From an optimization exercise on the open Yosys and OpenROAD flow, aimed at small area and a short achievable clock period; shortcuts taken in it are not production practice.
RTL that was checked went through simulation tests only; none was proved equivalent to the original.

==> inputs of cedar <==
## notch_filter_q15
module notch_filter_q15 (
    input logic clk,
    input logic reset,
    input logic signed [15:0] x_in,
    output logic signed [15:0] y_out,
    input logic signed [15:0] b0,
    input logic signed [15:0] b1,
    input logic signed [15:0] b2,
    input logic signed [15:0] a1,
    input logic signed [15:0] a2
);
make LEC_CHECK=0 ABC_AREA=1 CAP_MARGIN=20 CORE_MARGIN=2 CORE_UTILIZATION=60 PLACE_DENSITY=0.75 SETUP_SLACK_MARGIN=5 SLEW_MARGIN=20 SYNTH_HIERARCHICAL=1 SYNTH_MINIMUM_KEEP_SIZE=0 finish   # period 20.5 ns
run.sh (not shown) runs the stock make flow with config.mk's settings and CLKGATE_MAP_FILE= SYNTH_SCRIPT=/design/flow/synth_recipe.tcl, a recipe that flattens the netlist after the stock synthesis.
==> ember: changes against cedar <==
--- a/flow/config.mk
+++ b/flow/config.mk
@@ -8,8 +8,7 @@
 export ABC_AREA = 1
 export CAP_MARGIN = 20
 export CORE_MARGIN = 2
-export CORE_UTILIZATION = 60
-export PLACE_DENSITY = 0.75
+export CORE_UTILIZATION = 40
 export SETUP_SLACK_MARGIN = 5
 export SLEW_MARGIN = 20
 export SYNTH_HIERARCHICAL = 1
==> comparison table <==
Result of the run: cedar complete, no violations; ember complete, no violations
Worst-path maximum fanout: cedar 18; ember 33
GR Layer Usage met1: cedar 48.9%; ember 34.9%
Share of layout cells above drive strength 1: cedar 7.78%; ember 7.52%
Slew Limit Headroom: cedar 22.7%; ember 21.9%
Fmax: cedar 0.0666 GHz; ember 0.0668 GHz
Half-perimeter wire length after placement: cedar 99,500 um; ember 104,000 um
Clock transition at path regs: cedar 0.07 ns; ember 0.09 ns
Shortest clock period the worst path allows after layout: cedar 15.02 ns; ember 14.98 ns
Number of global-route vias before repair: cedar 39,700; ember 39,000
DR WL/cell: cedar 25.4 um; ember 24.4 um
Required time of the critical path: cedar 20.74 ns; ember 20.76 ns
Std cell rows: cedar 99; ember 121
Utilization after layout: cedar 64.9%; ember 43.7%
No functional check of the RTL was part of any run of this note.

---

==> inputs of 05-14 <==
notch_filter_q15, a different RTL version from the one above (not shown whole).
Design notch_filter_q15, start of the top module:
module notch_filter_q15 (
    input logic clk,
    input logic reset,
    input logic signed [15:0] x_in,
    output logic signed [15:0] y_out,
    input logic signed [15:0] b0,
    input logic signed [15:0] b1,
    input logic signed [15:0] b2,
    input logic signed [15:0] a1,
    input logic signed [15:0] a2
);
clock: 20.5 ns
lec_check: 0
abc_area: 1
cap_margin: 20
core_margin: 2
core_utilization: 55
cts_buf_list: sky130_fd_sc_hd__clkbuf_4 sky130_fd_sc_hd__clkbuf_8
slew_margin: 20
synth_hierarchical: 1
synth_minimum_keep_size: 0
standard.sh (not shown) runs the stock make flow with config.mk's settings and CLKGATE_MAP_FILE= SYNTH_SCRIPT=/design/flow/synth_recipe.tcl, a recipe that flattens the netlist after the stock synthesis.
==> flow/flow/run.sh <==
#!/bin/bash
# The standard layout (standard.sh), with two changes to how it is made:
#  - every input and output port still gets its own buffer, but a plain
#    buf_1 (the resizer upsizes it where timing needs it) instead of the
#    clkdlybuf4s50_1 that buffer_ports picks by default;
#  - timing repair aims at a setup margin of 6 ns.
# Clock period, constraints and the synthesis are the standard flow's own.
export BUFFER_PORTS_ARGS="-buffer_cell sky130_fd_sc_hd__buf_1"
export SETUP_SLACK_MARGIN=6
bash standard.sh > standard.log 2>&1
==> 12-02: changes against 05-14 <==
--- a/flow/design.v
+++ b/flow/design.v
@@ -8268,12 +8268,76 @@
     wire n7533;
     wire n7534;
     wire n7535;
     wire n7536;
     wire n7537;
     wire n7538;
+    wire n7539;
+    wire n7540;
+    wire n7541;
+    wire n7542;
+    wire n7543;
+    wire n7544;
+    wire n7545;
+    wire n7546;
+    wire n7547;
+    wire n7548;
+    wire n7549;
+    wire n7550;
+    wire n7551;
+    wire n7552;
+    wire n7554;
+    wire n7555;
+    wire n7556;
+    wire n7557;
+    wire n7558;
+    wire n7559;
+    wire n7560;
+    wire n7561;
+    wire n7562;
+    wire n7563;
+    wire n7564;
+    wire n7565;
+    wire n7566;
+    wire n7567;
+    wire n7569;
+    wire n7570;
+    wire n7571;
+    wire n7572;
+    wire n7573;
+    wire n7574;
+    wire n7575;
+    wire n7576;
+    wire n7577;
+    wire n7578;
+    wire n7579;
+    wire n7580;
+    wire n7581;
+    wire n7582;
+    wire n7583;
+    wire n7584;
+    wire n7585;
+    wire n7586;
+    wire n7587;
+    wire n7588;
+    wire n7590;
+    wire n7591;
+    wire n7592;
+    wire n7593;
+    wire n7594;
+    wire n7595;
+    wire n7596;
+    wire n7597;
+    wire n7598;
+    wire n7599;
+    wire n7600;
+    wire n7602;
+    wire n7603;
+    wire n7604;
+    wire n7605;
+    wire n7606;
     wire n7608;
     wire n7609;
     wire n7610;
     wire n7611;
     wire n7612;
     wire n7613;
@@ -8345,14 +8409,17 @@
     wire n7679;
     wire n7680;
     wire n7681;
     wire n7682;
     wire n7683;
     wire n7684;
+    wire n7685;
+    wire n7686;
     wire n7687;
     wire n7688;
+    wire n7689;
     wire hs7690, hc7690;
     wire n7690;
     wire n7691;
     wire fs7692, fc7692;
     wire n7692;
     wire n7693;
@@ -8554,15 +8621,12 @@
     wire n7853;
     wire n7854;
     wire n7855;
     wire n7859;
     wire n7860;
     wire n7861;
-    wire n7862;
-    wire n7863;
-    wire n7864;
     wire n7865;
     wire n7866;
     wire n7867;
     wire n7871;
     wire n7872;
     wire n7873;
@@ -8577,15 +8641,12 @@
     wire n7888;
     wire n7889;
     wire n7890;
     wire n7891;
     wire n7901;
     wire n7902;
-    wire n7910;
-    wire n7911;
-    wire n7912;
     wire n7913;
     wire n7914;
     wire n7915;
     wire n7925;
     wire n7926;
     wire n7927;
@@ -8595,14 +8656,12 @@
     wire n7934;
     wire n7935;
     wire n7936;
     wire n7937;
     wire n7938;
     wire n7939;
-    wire n7958;
-    wire n7959;
     wire n7961;
     wire n7962;
     wire n7979;
     wire n7980;
     wire n7981;
     wire n7982;
@@ -8616,29 +8675,26 @@
     wire n8030;
     wire n8031;
     wire n8033;
     wire n8034;
     wire n8071;
     wire n8072;
-    wire n8075;
+    wire n8073;
+    wire n8074;
     wire n8076;
     wire n8077;
     wire n8078;
     wire n8079;
     wire n8080;
     wire n8081;
     wire n8082;
     wire n8083;
     wire n8084;
     wire n8085;
     wire n8086;
     wire n8087;
-    wire n8088;
-    wire n8089;
-    wire n8090;
-    wire n8091;
     assign n162 = a1[0] ^ a1[1];
     assign n163 = ~a1[0];
     assign n164 = n162 & n163;
     assign n165 = a1[1] ^ a1[2];
     assign n166 = a1[2] ^ a1[3];
     assign n167 = ~n165;
@@ -16891,12 +16947,76 @@
     assign n7533 = n7419 ^ n7510;
     assign n7534 = n7421 ^ n7489;
     assign n7535 = n7423 ^ n7513;
     assign n7536 = n7425 ^ n7477;
     assign n7537 = n7427 ^ n7516;
     assign n7538 = n7429 ^ n7492;
+    assign n7539 = n3262 & n3264;
+    assign n7540 = n3272 & n4623;
+    assign n7541 = n4624 & n4625;
+    assign n7542 = n4626 & n4627;
+    assign n7543 = n4628 & n4629;
+    assign n7544 = n4630 & n4631;
+    assign n7545 = n4632 & n4633;
+    assign n7546 = n4634 & n4635;
+    assign n7547 = n4636 & n4637;
+    assign n7548 = n4638 & n4639;
+    assign n7549 = n4640 & n4641;
+    assign n7550 = n4642 & n4643;
+    assign n7551 = n4644 & n4645;
+    assign n7552 = n4646 & n4647;
+    assign n7554 = n3272 | n4623;
+    assign n7555 = n4624 | n4625;
+    assign n7556 = n4626 | n4627;
+    assign n7557 = n4628 | n4629;
+    assign n7558 = n4630 | n4631;
+    assign n7559 = n4632 | n4633;
+    assign n7560 = n4634 | n4635;
+    assign n7561 = n4636 | n4637;
+    assign n7562 = n4638 | n4639;
+    assign n7563 = n4640 | n4641;
+    assign n7564 = n4642 | n4643;
+    assign n7565 = n4644 | n4645;
+    assign n7566 = n4646 | n4647;
+    assign n7567 = n3268 & n7539;
+    assign n7569 = n7540 & n7555;
+    assign n7570 = n7541 | n7569;
+    assign n7571 = n7554 & n7555;
+    assign n7572 = n7542 & n7557;
+    assign n7573 = n7543 | n7572;
+    assign n7574 = n7556 & n7557;
+    assign n7575 = n7544 & n7559;
+    assign n7576 = n7545 | n7575;
+    assign n7577 = n7558 & n7559;
+    assign n7578 = n7546 & n7561;
+    assign n7579 = n7547 | n7578;
+    assign n7580 = n7560 & n7561;
+    assign n7581 = n7548 & n7563;
+    assign n7582 = n7549 | n7581;
+    assign n7583 = n7562 & n7563;
+    assign n7584 = n7550 & n7565;
+    assign n7585 = n7551 | n7584;
+    assign n7586 = n7564 & n7565;
+    assign n7587 = n7567 & n7571;
+    assign n7588 = n7570 | n7587;
+    assign n7590 = n7573 & n7577;
+    assign n7591 = n7576 | n7590;
+    assign n7592 = n7574 & n7577;
+    assign n7593 = n7579 & n7583;
+    assign n7594 = n7582 | n7593;
+    assign n7595 = n7580 & n7583;
+    assign n7596 = n7566 & n7585;
+    assign n7597 = n7552 | n7596;
+    assign n7598 = n7566 & n7586;
+    assign n7599 = n7588 & n7592;
+    assign n7600 = n7591 | n7599;
+    assign n7602 = n7594 & n7598;
+    assign n7603 = n7597 | n7602;
+    assign n7604 = n7595 & n7598;
+    assign n7605 = n7600 & n7604;
+    assign n7606 = n7603 | n7605;
     assign n7608 = n4648 & n4649;
     assign n7609 = n4650 & n4651;
     assign n7610 = n4652 & n4653;
     assign n7611 = n4654 & n4655;
     assign n7612 = n4656 & n4657;
     assign n7613 = n4658 & n4659;
@@ -16968,14 +17088,17 @@
     assign n7679 = n7671 & n7675;
     assign n7680 = n7674 | n7679;
     assign n7681 = n7672 & n7675;
     assign n7682 = n7677 & n7681;
     assign n7683 = n7680 | n7682;
     assign n7684 = n7678 & n7681;
+    assign n7685 = n7606 & n7684;
+    assign n7686 = n7683 | n7685;
     assign n7687 = n4680 ^ n4681;
     assign n7688 = ~n7687;
+    assign n7689 = n7686 & n7688;
     nf_ha u7690 (.a(n4648), .b(n7393), .s(hs7690), .co(hc7690));
     assign n7690 = hs7690;
     assign n7691 = hc7690;
     nf_fa u7692 (.a(n7521), .b(n4650), .c(n4651), .s(fs7692), .co(fc7692));
     assign n7692 = fs7692;
     assign n7693 = fc7692;
@@ -17177,15 +17300,12 @@
     assign n7853 = n7800 & n7804;
     assign n7854 = n7803 | n7853;
     assign n7855 = n7801 & n7804;
     assign n7859 = n7806 & n7810;
     assign n7860 = n7809 | n7859;
     assign n7861 = n7807 & n7810;
-    assign n7862 = n7754 & n7812;
-    assign n7863 = n7755 | n7862;
-    assign n7864 = n7754 & n7813;
     assign n7865 = n7812 & n7816;
     assign n7866 = n7815 | n7865;
     assign n7867 = n7813 & n7816;
     assign n7871 = n7818 & n7822;
     assign n7872 = n7821 | n7871;
     assign n7873 = n7819 & n7822;
@@ -17200,15 +17320,12 @@
     assign n7888 = n7786 & n7837;
     assign n7889 = n7836 & n7840;
     assign n7890 = n7839 | n7889;
     assign n7891 = n7837 & n7840;
     assign n7901 = n7848 & n7855;
     assign n7902 = n7854 | n7901;
-    assign n7910 = n7860 & n7864;
-    assign n7911 = n7863 | n7910;
-    assign n7912 = n7861 & n7864;
     assign n7913 = n7860 & n7867;
     assign n7914 = n7866 | n7913;
     assign n7915 = n7861 & n7867;
     assign n7925 = n7872 & n7879;
     assign n7926 = n7878 | n7925;
     assign n7927 = n7873 & n7879;
@@ -17218,14 +17335,12 @@
     assign n7934 = n7884 & n7888;
     assign n7935 = n7887 | n7934;
     assign n7936 = n7885 & n7888;
     assign n7937 = n7884 & n7891;
     assign n7938 = n7890 | n7937;
     assign n7939 = n7885 & n7891;
-    assign n7958 = n7902 & n7912;
-    assign n7959 = n7911 | n7958;
     assign n7961 = n7902 & n7915;
     assign n7962 = n7914 | n7961;
     assign n7979 = n7926 & n7933;
     assign n7980 = n7932 | n7979;
     assign n7981 = n7927 & n7933;
     assign n7982 = n7926 & n7936;
@@ -17239,29 +17354,26 @@
     assign n8030 = n7962 & n7984;
     assign n8031 = n7983 | n8030;
     assign n8033 = n7962 & n7987;
     assign n8034 = n7986 | n8033;
     assign n8071 = n7786 ^ n8028;
     assign n8072 = n7788 ^ n8031;
-    assign n8075 = n7684 & n7959;
-    assign n8076 = n7683 | n8075;
-    assign n8077 = n7688 & n8076;
-    assign n8078 = n7790 ^ n8077;
-    assign n8079 = n8034 ^ n8078;
-    assign n8080 = n7791 ^ n7792;
-    assign n8081 = ~n7790;
-    assign n8082 = n8077 & n8081;
-    assign n8083 = n8080 ^ n8082;
-    assign n8084 = n7790 | n7791;
-    assign n8085 = n7792 ^ n8084;
-    assign n8086 = n7790 & n8077;
-    assign n8087 = n8085 ^ n8086;
-    assign n8088 = n8034 & n8087;
-    assign n8089 = ~n8034;
-    assign n8090 = n8083 & n8089;
-    assign n8091 = n8088 | n8090;
+    assign n8073 = n7689 ^ n7790;
+    assign n8074 = n8034 ^ n8073;
+    assign n8076 = n7791 ^ n7792;
+    assign n8077 = ~n7790;
+    assign n8078 = n7689 & n8077;
+    assign n8079 = n8076 ^ n8078;
+    assign n8080 = n7790 | n7791;
+    assign n8081 = n7792 ^ n8080;
+    assign n8082 = n7689 & n7790;
+    assign n8083 = n8081 ^ n8082;
+    assign n8084 = n8034 & n8083;
+    assign n8085 = ~n8034;
+    assign n8086 = n8079 & n8085;
+    assign n8087 = n8084 | n8086;
     assign w0[0] = n3012;
     assign w0[1] = n3200;
     assign w0[2] = n3201;
     assign w0[3] = n3202;
     assign w0[4] = n3203;
     assign w0[5] = n3204;
@@ -17290,14 +17402,14 @@
     assign w0[28] = n3227;
     assign w0[29] = n3228;
     assign w0[30] = n3229;
     assign w0[31] = n3230;
     assign y4[0] = n8071;
     assign y4[1] = n8072;
-    assign y4[2] = n8079;
-    assign y4[3] = n8091;
+    assign y4[2] = n8074;
+    assign y4[3] = n8087;
     always_ff @(posedge clk or posedge reset) begin
         if (reset) begin
             w1 <= 0;
             w2 <= 0;
             yq <= 0;
         end else begin
CORE_UTILIZATION = 65   (was 55)
==> results.txt <==
Result of the run: 05-14 complete, no violations; 12-02 complete, no violations
Dpl hpwl: 05-14 105000 um; 12-02 107000 um
Number of standard cells in the final layout excluding fillers: 05-14 5844; 12-02 5682
Cell area after placement: 05-14 45400 sq um; 12-02 45400 sq um
Worst R2R End: 05-14 yq[1]; 12-02 yq[3]
Syn avg cell area: 05-14 8.95 sq um; 12-02 8.94 sq um
Terminating pin of the worst hold path: 05-14 w2[22]; 12-02 w2[17]
Post-Synthesis Cell Area: 05-14 44500 sq um; 12-02 44600 sq um
Post-Place Setup Slack: 05-14 4900 ps; 12-02 4630 ps
Required time worst endpoint: 05-14 20840 ps; 12-02 20800 ps
Post-route worst hold slack: 05-14 367 ps; 12-02 389 ps
First-pass GRT wire length: 05-14 230000 um; 12-02 233000 um
Detail Route met3 WL: 05-14 13200 um; 12-02 16800 um
Post-DR wirelength/cell: 05-14 25.3 um; 12-02 26.6 um
No functional check of the RTL was part of 05-14.

==> port drivers added, routing unchanged <==
In the flow no input, the clock included, has a driving cell. The finished layouts below were timed again as built, in two steps.
Step 1 assumes that a clkbuf_16 drives the clock port and a buf_2 every other input.
Step 2 moves the port delays by t, midway between the first and last clock arrival at a register: inputs arrive t later, outputs are due t later. That takes back most of the time a late clock gives input paths.
a / b / c = ideal / step 1 / step 2; a / b = the first two.
run	shift t [ns]	setup slack, ns	clock arrival spread, ns	worst slew at a driven data input, ns	cell pins on the clock port's net
cedar	0.399	5.481 / 5.510 / 5.110	0.015 / 0.015	0.06	1
ember	0.406	5.520 / 5.553 / 5.147	0.027 / 0.028	0.08	1
05-14	0.430	6.578 / 6.551 / 6.121	0.035 / 0.035	0.13	1
12-02	0.407	6.329 / 6.292 / 5.884	0.019 / 0.019	0.11	1
After both steps setup and hold are still met in every run listed. The setup slack of 05-14, which loses most, moves by -0.027 ns with the drivers and by -0.457 ns with both steps.
